Source: an optimization exercise on an open RTL-to-GDS flow (aim: small area and a short achievable clock period). Production flows keep margins and buffers that such runs may drop. Where RTL was checked, it was by simulation tests only, not by an equivalence proof against the original. Power and IR drop assume default switching activity.

==> build 43: inputs <==
Design alu, start of the top module:
module alu (
    input               i_clk,
    input               i_rst_n,
    input               i_valid,
    input signed [11:0] i_data_a,
    input signed [11:0] i_data_b,
    input        [2:0]  i_inst,
    output              o_valid,
    output       [11:0] o_data,
    output              o_overflow
);
reg  [13:0] x_r, y_r;
reg         o_valid_r, ovf_r, abs_r, mac_r, run_r;
reg         f_0, f_m1, f_m2;
wire [11:0] o_data_w;
wire [14:0] zz  = {1'b0, x_r} + {1'b0, y_r};
wire        c_top = zz[14];
wire [2:0]  zm   = zz[13:11];
wire        hz   = c_top ? f_m1 : f_0;      
wire        ho1  = c_top ? f_m2 : f_m1;     
wire        m_ov = ~((hz & ~|zm) | (ho1 & &zm));
assign o_data_w   = zz[11:0];
assign o_valid    = o_valid_r;
assign o_data     = o_data_w & {12{run_r}};
assign o_overflow = (m_ov & ~abs_r & run_r) | ovf_r;
wire        is_mul    = (i_inst[2:1] == 2'b01);
wire        is_mac    = (i_inst == 3'b011);
wire        is_abs    = (i_inst == 3'b111);
wire        mul_en    = i_valid & is_mul;
wire        addsub_en = i_valid & (i_inst[2:1] == 2'b00);
wire        mean_en   = i_valid & (i_inst == 3'b110);
wire        acc_en    = mac_r & (is_mac | ~i_valid);
wire        ovf_old   = mac_r & (m_ov | ovf_r);
wire        sa   = i_data_a[11], sb = i_data_b[11];
  ...
clock: 10.0 ns
lec_check: 0
cap_margin: 0
core_margin: 2
core_utilization: 40
cts_buf_list: sky130_fd_sc_hd__clkbuf_4 sky130_fd_sc_hd__clkbuf_8
setup_slack_margin: 5.0
slew_margin: 0
tns_end_percent: 5
standard.sh (not shown) runs the stock make flow with config.mk's settings and CLKGATE_MAP_FILE= SYNTH_SCRIPT=/design/flow/synth_recipe.tcl, a recipe that flattens the netlist after the stock synthesis.
==> flow/flow/run.sh <==
#!/bin/bash
# The standard layout, with these changes: the port buffers are buf_2 cells;
# after synthesis flow/fapol.py flips full-adder cells (a full adder is
# self-dual) where that removes inverters between them, and flow/faxor.py
# then builds each full adder from two xor2 gates and a maj3 gate (and each
# half adder from an xor2 and an and2 gate), whose sum
# path is faster than the fa cell's; flow/invabs.py then absorbs inverters
# into the XOR gates they feed (xor2 of an inverted input is xnor2).
# Registers are untouched.
set -euo pipefail
export BUFFER_PORTS_ARGS="-buffer_cell sky130_fd_sc_hd__buf_2"
R=orfs/results/sky130hd/alu/base
bash standard.sh synth > synth.log 2>&1
python3 flow/fapol.py $R/1_2_yosys.v > fapol.log 2>&1
python3 flow/faxor.py $R/1_2_yosys.v --ha > faxor.log 2>&1
python3 flow/invabs.py $R/1_2_yosys.v > invabs.log 2>&1
rm -f $R/1_synth.odb $R/1_synth.sdc
bash standard.sh > standard.log 2>&1
Other scripts of this flow, unchanged in this note and not shown: flow/flow/fapol.py, flow/flow/faxor.py, flow/flow/invabs.py
==> inputs of trial 34, as changes to build 43 <==
--- a/flow/design.v
+++ b/flow/design.v
@@ -416,126 +416,126 @@
 assign c112 = (pp36 & pp8) | (s109 & (pp36 ^ pp8));
 assign s113 = c106 ^ s111 ^ c108;
 assign c114 = (c106 & s111) | (c108 & (c106 ^ s111));
 assign s115 = pp23 ^ pp37 ^ pp9;
 assign c116 = (pp23 & pp37) | (pp9 & (pp23 ^ pp37));
-assign s117 = c110 ^ row[0] ^ row_c;
-assign c118 = (c110 & row[0]) | (row_c & (c110 ^ row[0]));
-assign s119 = s115 ^ c112 ^ s117;
-assign c120 = (s115 & c112) | (s117 & (s115 ^ c112));
+assign s117 = c110 ^ s115 ^ c112;
+assign c118 = (c110 & s115) | (c112 & (c110 ^ s115));
+assign s119 = row[0] ^ row_c ^ s117;
+assign c120 = (row[0] & row_c) | (s117 & (row[0] ^ row_c));
 assign s121 = neg51 ^ pp10 ^ pp24;
 assign c122 = (neg51 & pp10) | (pp24 & (neg51 ^ pp10));
 assign s123 = pp38 ^ pp52 ^ c116;
 assign c124 = (pp38 & pp52) | (c116 & (pp38 ^ pp52));
-assign s125 = row[1] ^ s121 ^ s123;
-assign c126 = (row[1] & s121) | (s123 & (row[1] ^ s121));
+assign s125 = s121 ^ s123 ^ row[1];
+assign c126 = (s121 & s123) | (row[1] & (s121 ^ s123));
 assign s127 = c118 ^ s125;
 assign c128 = c118 & s125;
 assign s129 = pp11 ^ pp25 ^ pp39;
 assign c130 = (pp11 & pp25) | (pp39 & (pp11 ^ pp25));
-assign s131 = pp53 ^ c122 ^ row[2];
-assign c132 = (pp53 & c122) | (row[2] & (pp53 ^ c122));
-assign s133 = s129 ^ c124 ^ s131;
-assign c134 = (s129 & c124) | (s131 & (s129 ^ c124));
+assign s131 = pp53 ^ c122 ^ s129;
+assign c132 = (pp53 & c122) | (s129 & (pp53 ^ c122));
+assign s133 = c124 ^ s131 ^ row[2];
+assign c134 = (c124 & s131) | (row[2] & (c124 ^ s131));
 assign s135 = c126 ^ s133;
 assign c136 = c126 & s133;
 assign s137 = neg67 ^ pp12 ^ pp26;
 assign c138 = (neg67 & pp12) | (pp26 & (neg67 ^ pp12));
 assign s139 = pp40 ^ pp54 ^ pp68;
 assign c140 = (pp40 & pp54) | (pp68 & (pp40 ^ pp54));
-assign s141 = c130 ^ row[3] ^ s137;
-assign c142 = (c130 & row[3]) | (s137 & (c130 ^ row[3]));
-assign s143 = s139 ^ c132 ^ s141;
-assign c144 = (s139 & c132) | (s141 & (s139 ^ c132));
+assign s141 = c130 ^ s137 ^ s139;
+assign c142 = (c130 & s137) | (s139 & (c130 ^ s137));
+assign s143 = c132 ^ s141 ^ row[3];
+assign c144 = (c132 & s141) | (row[3] & (c132 ^ s141));
 assign s145 = c134 ^ s143;
 assign c146 = c134 & s143;
 assign s147 = pp13 ^ pp27 ^ pp41;
 assign c148 = (pp13 & pp27) | (pp41 & (pp13 ^ pp27));
 assign s149 = pp55 ^ pp69 ^ c138;
 assign c150 = (pp55 & pp69) | (c138 & (pp55 ^ pp69));
-assign s151 = c140 ^ row[4] ^ s147;
-assign c152 = (c140 & row[4]) | (s147 & (c140 ^ row[4]));
-assign s153 = s149 ^ c142 ^ s151;
-assign c154 = (s149 & c142) | (s151 & (s149 ^ c142));
+assign s151 = c140 ^ s147 ^ s149;
+assign c152 = (c140 & s147) | (s149 & (c140 ^ s147));
+assign s153 = c142 ^ row[4] ^ s151;
+assign c154 = (c142 & row[4]) | (s151 & (c142 ^ row[4]));
 assign s155 = c144 ^ s153;
 assign c156 = c144 & s153;
 assign s157 = neg83 ^ pp14 ^ pp28;
 assign c158 = (neg83 & pp14) | (pp28 & (neg83 ^ pp14));
 assign s159 = pp42 ^ pp56 ^ pp70;
 assign c160 = (pp42 & pp56) | (pp70 & (pp42 ^ pp56));
-assign s161 = pp84 ^ c148 ^ row[5];
-assign c162 = (pp84 & c148) | (row[5] & (pp84 ^ c148));
-assign s163 = s157 ^ s159 ^ c150;
-assign c164 = (s157 & s159) | (c150 & (s157 ^ s159));
-assign s165 = c152 ^ s161 ^ s163;
-assign c166 = (c152 & s161) | (s163 & (c152 ^ s161));
-assign s167 = c154 ^ c156;
-assign c168 = c154 & c156;
+assign s161 = pp84 ^ c148 ^ s157;
+assign c162 = (pp84 & c148) | (s157 & (pp84 ^ c148));
+assign s163 = s159 ^ c150 ^ s161;
+assign c164 = (s159 & c150) | (s161 & (s159 ^ c150));
+assign s165 = row[5] ^ c152 ^ s163;
+assign c166 = (row[5] & c152) | (s163 & (row[5] ^ c152));
+assign s167 = c154 ^ s165;
+assign c168 = c154 & s165;
 assign s169 = pp15 ^ pp29 ^ pp43;
 assign c170 = (pp15 & pp29) | (pp43 & (pp15 ^ pp29));
 assign s171 = pp57 ^ pp71 ^ pp85;
 assign c172 = (pp57 & pp71) | (pp85 & (pp57 ^ pp71));
-assign s173 = c158 ^ c160 ^ row[6];
-assign c174 = (c158 & c160) | (row[6] & (c158 ^ c160));
-assign s175 = s169 ^ s171 ^ c162;
-assign c176 = (s169 & s171) | (c162 & (s169 ^ s171));
-assign s177 = s173 ^ c164 ^ s175;
-assign c178 = (s173 & c164) | (s175 & (s173 ^ c164));
+assign s173 = c158 ^ c160 ^ s169;
+assign c174 = (c158 & c160) | (s169 & (c158 ^ c160));
+assign s175 = s171 ^ c162 ^ s173;
+assign c176 = (s171 & c162) | (s173 & (s171 ^ c162));
+assign s177 = row[6] ^ c164 ^ s175;
+assign c178 = (row[6] & c164) | (s175 & (row[6] ^ c164));
 assign s179 = c166 ^ s177;
 assign c180 = c166 & s177;
 assign s181 = 1'b1 ^ pp16 ^ pp30;
 assign c182 = (1'b1 & pp16) | (pp30 & (1'b1 ^ pp16));
 assign s183 = pp44 ^ pp58 ^ pp72;
 assign c184 = (pp44 & pp58) | (pp72 & (pp44 ^ pp58));
 assign s185 = pp86 ^ c170 ^ c172;
 assign c186 = (pp86 & c170) | (c172 & (pp86 ^ c170));
-assign s187 = row[7] ^ s181 ^ s183;
-assign c188 = (row[7] & s181) | (s183 & (row[7] ^ s181));
-assign s189 = s185 ^ c174 ^ s187;
-assign c190 = (s185 & c174) | (s187 & (s185 ^ c174));
+assign s187 = s181 ^ s183 ^ s185;
+assign c188 = (s181 & s183) | (s185 & (s181 ^ s183));
+assign s189 = c174 ^ row[7] ^ s187;
+assign c190 = (c174 & row[7]) | (s187 & (c174 ^ row[7]));
 assign s191 = c176 ^ s189 ^ c178;
 assign c192 = (c176 & s189) | (c178 & (c176 ^ s189));
 assign s193 = 1'b1 ^ pp31 ^ pp45;
 assign c194 = (1'b1 & pp31) | (pp45 & (1'b1 ^ pp31));
 assign s195 = pp59 ^ pp73 ^ pp87;
 assign c196 = (pp59 & pp73) | (pp87 & (pp59 ^ pp73));
-assign s197 = c182 ^ c184 ^ row[8];
-assign c198 = (c182 & c184) | (row[8] & (c182 ^ c184));
-assign s199 = s193 ^ s195 ^ c186;
-assign c200 = (s193 & s195) | (c186 & (s193 ^ s195));
-assign s201 = c188 ^ s197 ^ s199;
-assign c202 = (c188 & s197) | (s199 & (c188 ^ s197));
+assign s197 = c182 ^ c184 ^ s193;
+assign c198 = (c182 & c184) | (s193 & (c182 ^ c184));
+assign s199 = s195 ^ c186 ^ s197;
+assign c200 = (s195 & c186) | (s197 & (s195 ^ c186));
+assign s201 = row[8] ^ c188 ^ s199;
+assign c202 = (row[8] & c188) | (s199 & (row[8] ^ c188));
 assign s203 = c190 ^ s201;
 assign c204 = c190 & s201;
 assign s205 = pp32 ^ pp46 ^ pp60;
 assign c206 = (pp32 & pp46) | (pp60 & (pp32 ^ pp46));
 assign s207 = pp74 ^ pp88 ^ c194;
 assign c208 = (pp74 & pp88) | (c194 & (pp74 ^ pp88));
-assign s209 = c196 ^ row[9] ^ s205;
-assign c210 = (c196 & row[9]) | (s205 & (c196 ^ row[9]));
-assign s211 = s207 ^ c198 ^ s209;
-assign c212 = (s207 & c198) | (s209 & (s207 ^ c198));
+assign s209 = c196 ^ s205 ^ s207;
+assign c210 = (c196 & s205) | (s207 & (c196 ^ s205));
+assign s211 = c198 ^ row[9] ^ s209;
+assign c212 = (c198 & row[9]) | (s209 & (c198 ^ row[9]));
 assign s213 = c200 ^ s211 ^ c202;
 assign c214 = (c200 & s211) | (c202 & (c200 ^ s211));
 assign s215 = 1'b1 ^ pp47 ^ pp61;
 assign c216 = (1'b1 & pp47) | (pp61 & (1'b1 ^ pp47));
 assign s217 = pp75 ^ pp89 ^ c206;
 assign c218 = (pp75 & pp89) | (c206 & (pp75 ^ pp89));
-assign s219 = row[10] ^ s215 ^ c208;
-assign c220 = (row[10] & s215) | (c208 & (row[10] ^ s215));
-assign s221 = s217 ^ c210 ^ s219;
-assign c222 = (s217 & c210) | (s219 & (s217 ^ c210));
+assign s219 = s215 ^ c208 ^ s217;
+assign c220 = (s215 & c208) | (s217 & (s215 ^ c208));
+assign s221 = row[10] ^ c210 ^ s219;
+assign c222 = (row[10] & c210) | (s219 & (row[10] ^ c210));
 assign s223 = c212 ^ s221;
 assign c224 = c212 & s221;
 assign s225 = 1'b1 ^ pp48 ^ pp62;
 assign c226 = (1'b1 & pp48) | (pp62 & (1'b1 ^ pp48));
 assign s227 = pp76 ^ pp90 ^ c216;
 assign c228 = (pp76 & pp90) | (c216 & (pp76 ^ pp90));
-assign s229 = s225 ^ ~row[11] ^ c218;
-assign c230 = (s225 & ~row[11]) | (c218 & (s225 ^ ~row[11]));
-assign s231 = s227 ^ c220 ^ s229;
-assign c232 = (s227 & c220) | (s229 & (s227 ^ c220));
+assign s229 = s225 ^ c218 ^ s227;
+assign c230 = (s225 & c218) | (s227 & (s225 ^ c218));
+assign s231 = ~row[11] ^ c220 ^ s229;
+assign c232 = (~row[11] & c220) | (s229 & (~row[11] ^ c220));
 assign s233 = c222 ^ s231;
 assign c234 = c222 & s231;
 assign s235 = pp63 ^ pp77 ^ pp91;
 assign c236 = (pp63 & pp77) | (pp91 & (pp63 ^ pp77));
 assign s237 = c226 ^ s235 ^ c228;
@@ -559,12 +559,12 @@
 wire [4:0] tp = tx ^ ty, to = tx | ty, ta = tx & ty;
 wire        f0_d  = ~tp[0] & (&(tp[4:1] ~^ to[3:0]));
 wire        fm1_d =  tp[0] & (&(tp[4:1] ~^ ~ta[3:0]));
 wire        fm2_d = ~tp[0] & (tp[1] ~^ ~to[0]) & (&(tp[4:2] ~^ ~ta[3:1]));
 always @(posedge i_clk) begin
-  x_r  <= {s243, c234, c224, s223, c204, s203, c180, c168, s165, c146, c136, c128, c120, s119};
-  y_r  <= {c240, s239, s233, c214, s213, c192, s191, s179, s167, s155, s145, s135, s127, c114};
+  x_r  <= {s243, c234, c224, s223, c204, s203, c180, c168, c156, c146, c136, c128, c120, c114};
+  y_r  <= {c240, s239, s233, c214, s213, c192, s191, s179, s167, s155, s145, s135, s127, s119};
   f_0  <= f0_d;
   f_m1 <= fm1_d;
   f_m2 <= fm2_d;
 end
 always @(posedge i_clk or negedge i_rst_n) begin
- GPL_ROUTABILITY_DRIVEN: default -> 0
==> summary.txt <==
| metric | trial 34 | build 43 |
|---|---|---|
| Outcome | complete, no violations | complete, no violations |
| First-pass GRT wire length | 32,260 µm | 31,190 µm |
| Lkg Pwr | 0.003164 µW | 0.003167 µW |
| Fraction of power consumed by the clock network | 10.1% | 11.6% |
| DP Cell Count | 1,176 | 1,145 |
| Met3 Wirelength | 1338 µm | 1378 µm |
| Number of buffers outside the clock class in the layout | 86 | 72 |
| Post-synthesis net count | 993 | 961 |
| Pin count of the biggest net entering global routing | 42 | 33 |
| Number of cells on the worst reg-to-reg path | 10 | 15 |
| Hold Path Depth | 2 | 1 |
| Cell internal power dissipation | 569.2 µW | 588.7 µW |
| Aggregate routed wire length | 20,450 µm | 19,680 µm |
| Clock tree cell share of total cell area | 1.280% | 1.384% |
| Source of the critical timing path | i_inst[1] | i_data_a[11] |
| Non-CTS inverters | 53 | 54 |
| Post-route core utilization | 47.24% | 47.00% |
| Overall power of the completed layout | 1096 µW | 1112 µW |
| Worst setup path endpoint | y_r[10] | y_r[8] |
| Hold_ws | 0.5598 ns | 0.5319 ns |
| Global routing usage summed across all routing layers | 21.92% | 21.66% |
| Seq area share | 9.190% | 9.286% |
| Vias after detailed routing | 6,646 | 6,268 |
| Clock edge transition at the registers on the reported setup and hold paths | 0.07 ns | 0.09 ns |
For build 43, only the layout was checked, not whether the RTL still works.


==> job 9080 <==
Another version of the RTL of alu (not shown whole).
export LEC_CHECK = 0
export CAP_MARGIN = 20
export CORE_MARGIN = 2
export CORE_UTILIZATION = 40
export SETUP_SLACK_MARGIN = 4
export SLEW_MARGIN = 20
create_clock -name core_clock -period 10.0 [get_ports {i_clk}]
==> flow/flow/run.sh <==
#!/bin/bash
# The standard layout, with two changes: the port buffers are buf_2 cells, and
# after synthesis flow/fapol.py flips full-adder cells (a full adder is
# self-dual) where that removes inverters between them. Registers are untouched.
set -euo pipefail
export BUFFER_PORTS_ARGS="-buffer_cell sky130_fd_sc_hd__buf_2"
R=orfs/results/sky130hd/alu/base
bash standard.sh synth > synth.log 2>&1
python3 flow/fapol.py $R/1_2_yosys.v > fapol.log 2>&1
rm -f $R/1_synth.odb $R/1_synth.sdc
bash standard.sh > standard.log 2>&1
==> flow/flow/fapol.py <==
#!/usr/bin/env python3
"""Remove inverters around full-adder cells in a Yosys netlist.

A full adder is self-dual: FA(~a, ~b, ~c) = (~sum, ~cout).  Synthesis maps
adders with arbitrary input and output polarity and leaves inverters between
them.  This pass flips full adders (inverts all three inputs and both outputs)
when that lowers the number of inverters, and rewrites the netlist in place.
It changes no register and no function.
usage: fapol.py netlist.v"""
import re, sys, collections

path = sys.argv[1]
text = open(path).read()
cell_re = re.compile(r'^(\s*)(sky130_fd_sc_hd__\w+)\s+(\S+)\s*\((.*?)\);\n', re.S | re.M)
pin_re = re.compile(r'\.(\w+)\(([^()]*)\)')

cells = {}      # name -> [type, {pin: net}]
order = []
for m in cell_re.finditer(text):
    typ, name, body = m.group(2), m.group(3), m.group(4)
    cells[name] = [typ, {p: n.strip() for p, n in pin_re.findall(body)}]
    order.append(name)

OUT = {'X', 'Y', 'SUM', 'COUT', 'Q', 'Q_N', 'HI', 'LO'}
def is_inv(n): return re.match(r'sky130_fd_sc_hd__(clk)?inv_\d+$', cells[n][0]) is not None
def is_fa(n): return re.match(r'sky130_fd_sc_hd__fa_\d+$', cells[n][0]) is not None

hdr = text[:text.index(');') + 2]
ports = set()
for m in re.finditer(r'^\s*(input|output)\s+(\[\d+:\d+\]\s+)?(\S+);', text, re.M):
    ports.add(m.group(3))
def is_port(net):
    return net.split('[')[0].strip() in ports or net.startswith("1'")

def build():
    drv, loads = {}, collections.defaultdict(list)
    for n, (t, pins) in cells.items():
        for p, net in pins.items():
            if p in OUT: drv[net] = (n, p)
            else: loads[net].append((n, p))
    return drv, loads

newcnt = [0]
def newnet():
    newcnt[0] += 1
    return f'_fapol{newcnt[0]}_'
new_wires = []

def inv_of(net, drv, loads):
    """an existing inverter whose input is net"""
    for (n, p) in loads[net]:
        if is_inv(n) and p == 'A': return n
    return None

def cost_flip(f, drv, loads):
    t, pins = cells[f]
    d = 0
    for p in ('A', 'B', 'CIN'):
        x = pins[p]
        src = drv.get(x)
        if src and is_inv(src[0]):
            d -= 1 if len(loads[x]) == 1 else 0
        elif inv_of(x, drv, loads) is None:
            d += 1
    for p in ('SUM', 'COUT'):
        y = pins[p]
        ls = loads[y]
        invs = [n for n, q in ls if is_inv(n)]
        others = len(ls) - len(invs) + (1 if is_port(y) else 0)
        d -= len(invs)
        if others: d += 1
    return d

def flip(f, drv, loads):
    t, pins = cells[f]
    for p in ('A', 'B', 'CIN'):
        x = pins[p]
        src = drv.get(x)
        if src and is_inv(src[0]):
            pins[p] = cells[src[0]][1]['A']
        else:
            i = inv_of(x, drv, loads)
            if i is None:
                y = newnet(); new_wires.append(y)
                i = f'_fapolinv{newcnt[0]}_'
                cells[i] = ['sky130_fd_sc_hd__inv_1', {'A': x, 'Y': y}]
                order.append(i)
            pins[p] = cells[i][1]['Y']
    for p in ('SUM', 'COUT'):
        y = pins[p]
        ls = list(loads[y])
        y2 = newnet(); new_wires.append(y2)
        pins[p] = y2
        others = False
        for n, q in ls:
            if is_inv(n) and q == 'A':
                # this inverter's output equals y2: move its loads to y2
                z = cells[n][1]['Y']
                if is_port(z):
                    cells[n][1]['A'] = y2     # keep as buffer-free inverter? no: z = ~y = y2
                    # z must equal y2; drive z with a buffer-like pair is not needed:
                    # keep inverter fed by original y instead
                    cells[n][1]['A'] = y
                    others = True
                    continue
                for n2, q2 in loads[z]:
                    cells[n2][1][q2] = y2
                del cells[n]
            else:
                others = True
        if others or is_port(y):
            i = f'_fapolinv{newcnt[0]}_o{p}'
            cells[i] = ['sky130_fd_sc_hd__inv_1', {'A': y2, 'Y': y}]
            order.append(i)

changed = True
passes = 0
nflip = 0
while changed and passes < 50:
    changed = False
    passes += 1
    for f in list(order):
        if f not in cells or not is_fa(f): continue
        drv, loads = build()
        if cost_flip(f, drv, loads) < 0:
            flip(f, drv, loads)
            nflip += 1
            changed = True
    # drop inverters with no loads
    drv, loads = build()
    for n in list(cells):
        if is_inv(n):
            y = cells[n][1]['Y']
            if not loads[y] and not is_port(y):
                del cells[n]

before = sum(1 for l in cell_re.finditer(text) if re.match(r'sky130_fd_sc_hd__(clk)?inv_\d+$', l.group(2)))
after = sum(1 for n in cells if is_inv(n))
sys.stderr.write(f'fapol: {nflip} flips, inverters {before} -> {after}\n')

# rewrite
out = []
pos = 0
first = None
for m in cell_re.finditer(text):
    if first is None: first = m.start()
    last = m.end()
body = text[first:last]
lines = []
for n in order:
    if n not in cells: continue
    t, pins = cells[n]
    conn = ',\n'.join(f'    .{p}({net}' + (' )' if net.startswith('\\') else ')') for p, net in pins.items())
    lines.append(f'  {t} {n} (\n{conn}\n  );\n')
decl = ''.join(f'  wire {w};\n' for w in new_wires)
text2 = text[:first] + decl + ''.join(lines) + text[last:]
open(path, 'w').write(text2)
==> inputs of job 4869, as changes to job 9080 <==
==> flow/flow/run.sh (replaced) <==
#!/bin/bash
# The standard layout, with the port buffers made of buf_2 cells.
set -euo pipefail
export BUFFER_PORTS_ARGS="-buffer_cell sky130_fd_sc_hd__buf_2"
bash standard.sh > standard.log 2>&1
removed: flow/flow/fapol.py
==> qor summary <==
quantity                                                job 9080       job 4869
Net count after synthesis                                   1104           1132
Worst reg2reg setup slack                                6410 ps        6480 ps
Power Density                                      199.7 nW/um^2  196.5 nW/um^2
Footprint of the multi-input gates                     6168 um^2      6138 um^2
Starting utilization of the core area                     0.4072         0.4101
FILL cells                                                  1898           1933
Drt via density                                            5.701          5.622
Nonclk buf count                                              58             59
Transition time of the tightest slew-check pin           1050 ps        1071 ps
Post-Route Hold Slack                                   558.4 ps       559.2 ps
Internal power summed over all cells                   0.8684 mW      0.8598 mW
Average wire length per cell after detail routing       18.62 um       18.21 um
Power attributed to the clock group                     0.215 mW       0.213 mW
Global Route met2 Usage                                   0.3625         0.3646
Run status                      no timing/DRC/antenna violations  no timing/DRC/antenna violations
Routed WL                                               21.95 mm       22.00 mm
Bufs and invs on worst path                                    3              5
Fraction of area in clock buffers and inverters          0.02332        0.02305
DRT iter0 DRCs                                               438            518

port drivers added, routing unchanged:
Ports are ideal in the flow. The routed layouts listed here were re-timed in OpenROAD.
Step 1, drivers: a clkbuf_16 drives i_clk and a buf_2 each remaining input, both assumed.
Step 2 also shifts input and output timing later by t, the mid clock arrival at the registers, as if the neighbouring blocks saw the same clock.
a / b / c = ideal / step 1 / step 2; a / b = the first two.
run	t, ns	setup slack, ns	worst register clock-pin slew, ns	pins driven straight from the clock port
build 43	0.333	4.904 / 4.874 / 4.541	0.09 / 0.09	1
trial 34	0.311	5.100 / 5.071 / 4.760	0.07 / 0.07	1
job 9080	0.329	4.139 / 4.099 / 3.825	0.07 / 0.07	1
job 4869	0.325	4.135 / 4.152 / 3.827	0.07 / 0.07	1
After both steps setup and hold are still met in every run listed. The setup slack of build 43, which loses most, moves by -0.030 ns with the drivers and by -0.363 ns with both steps.
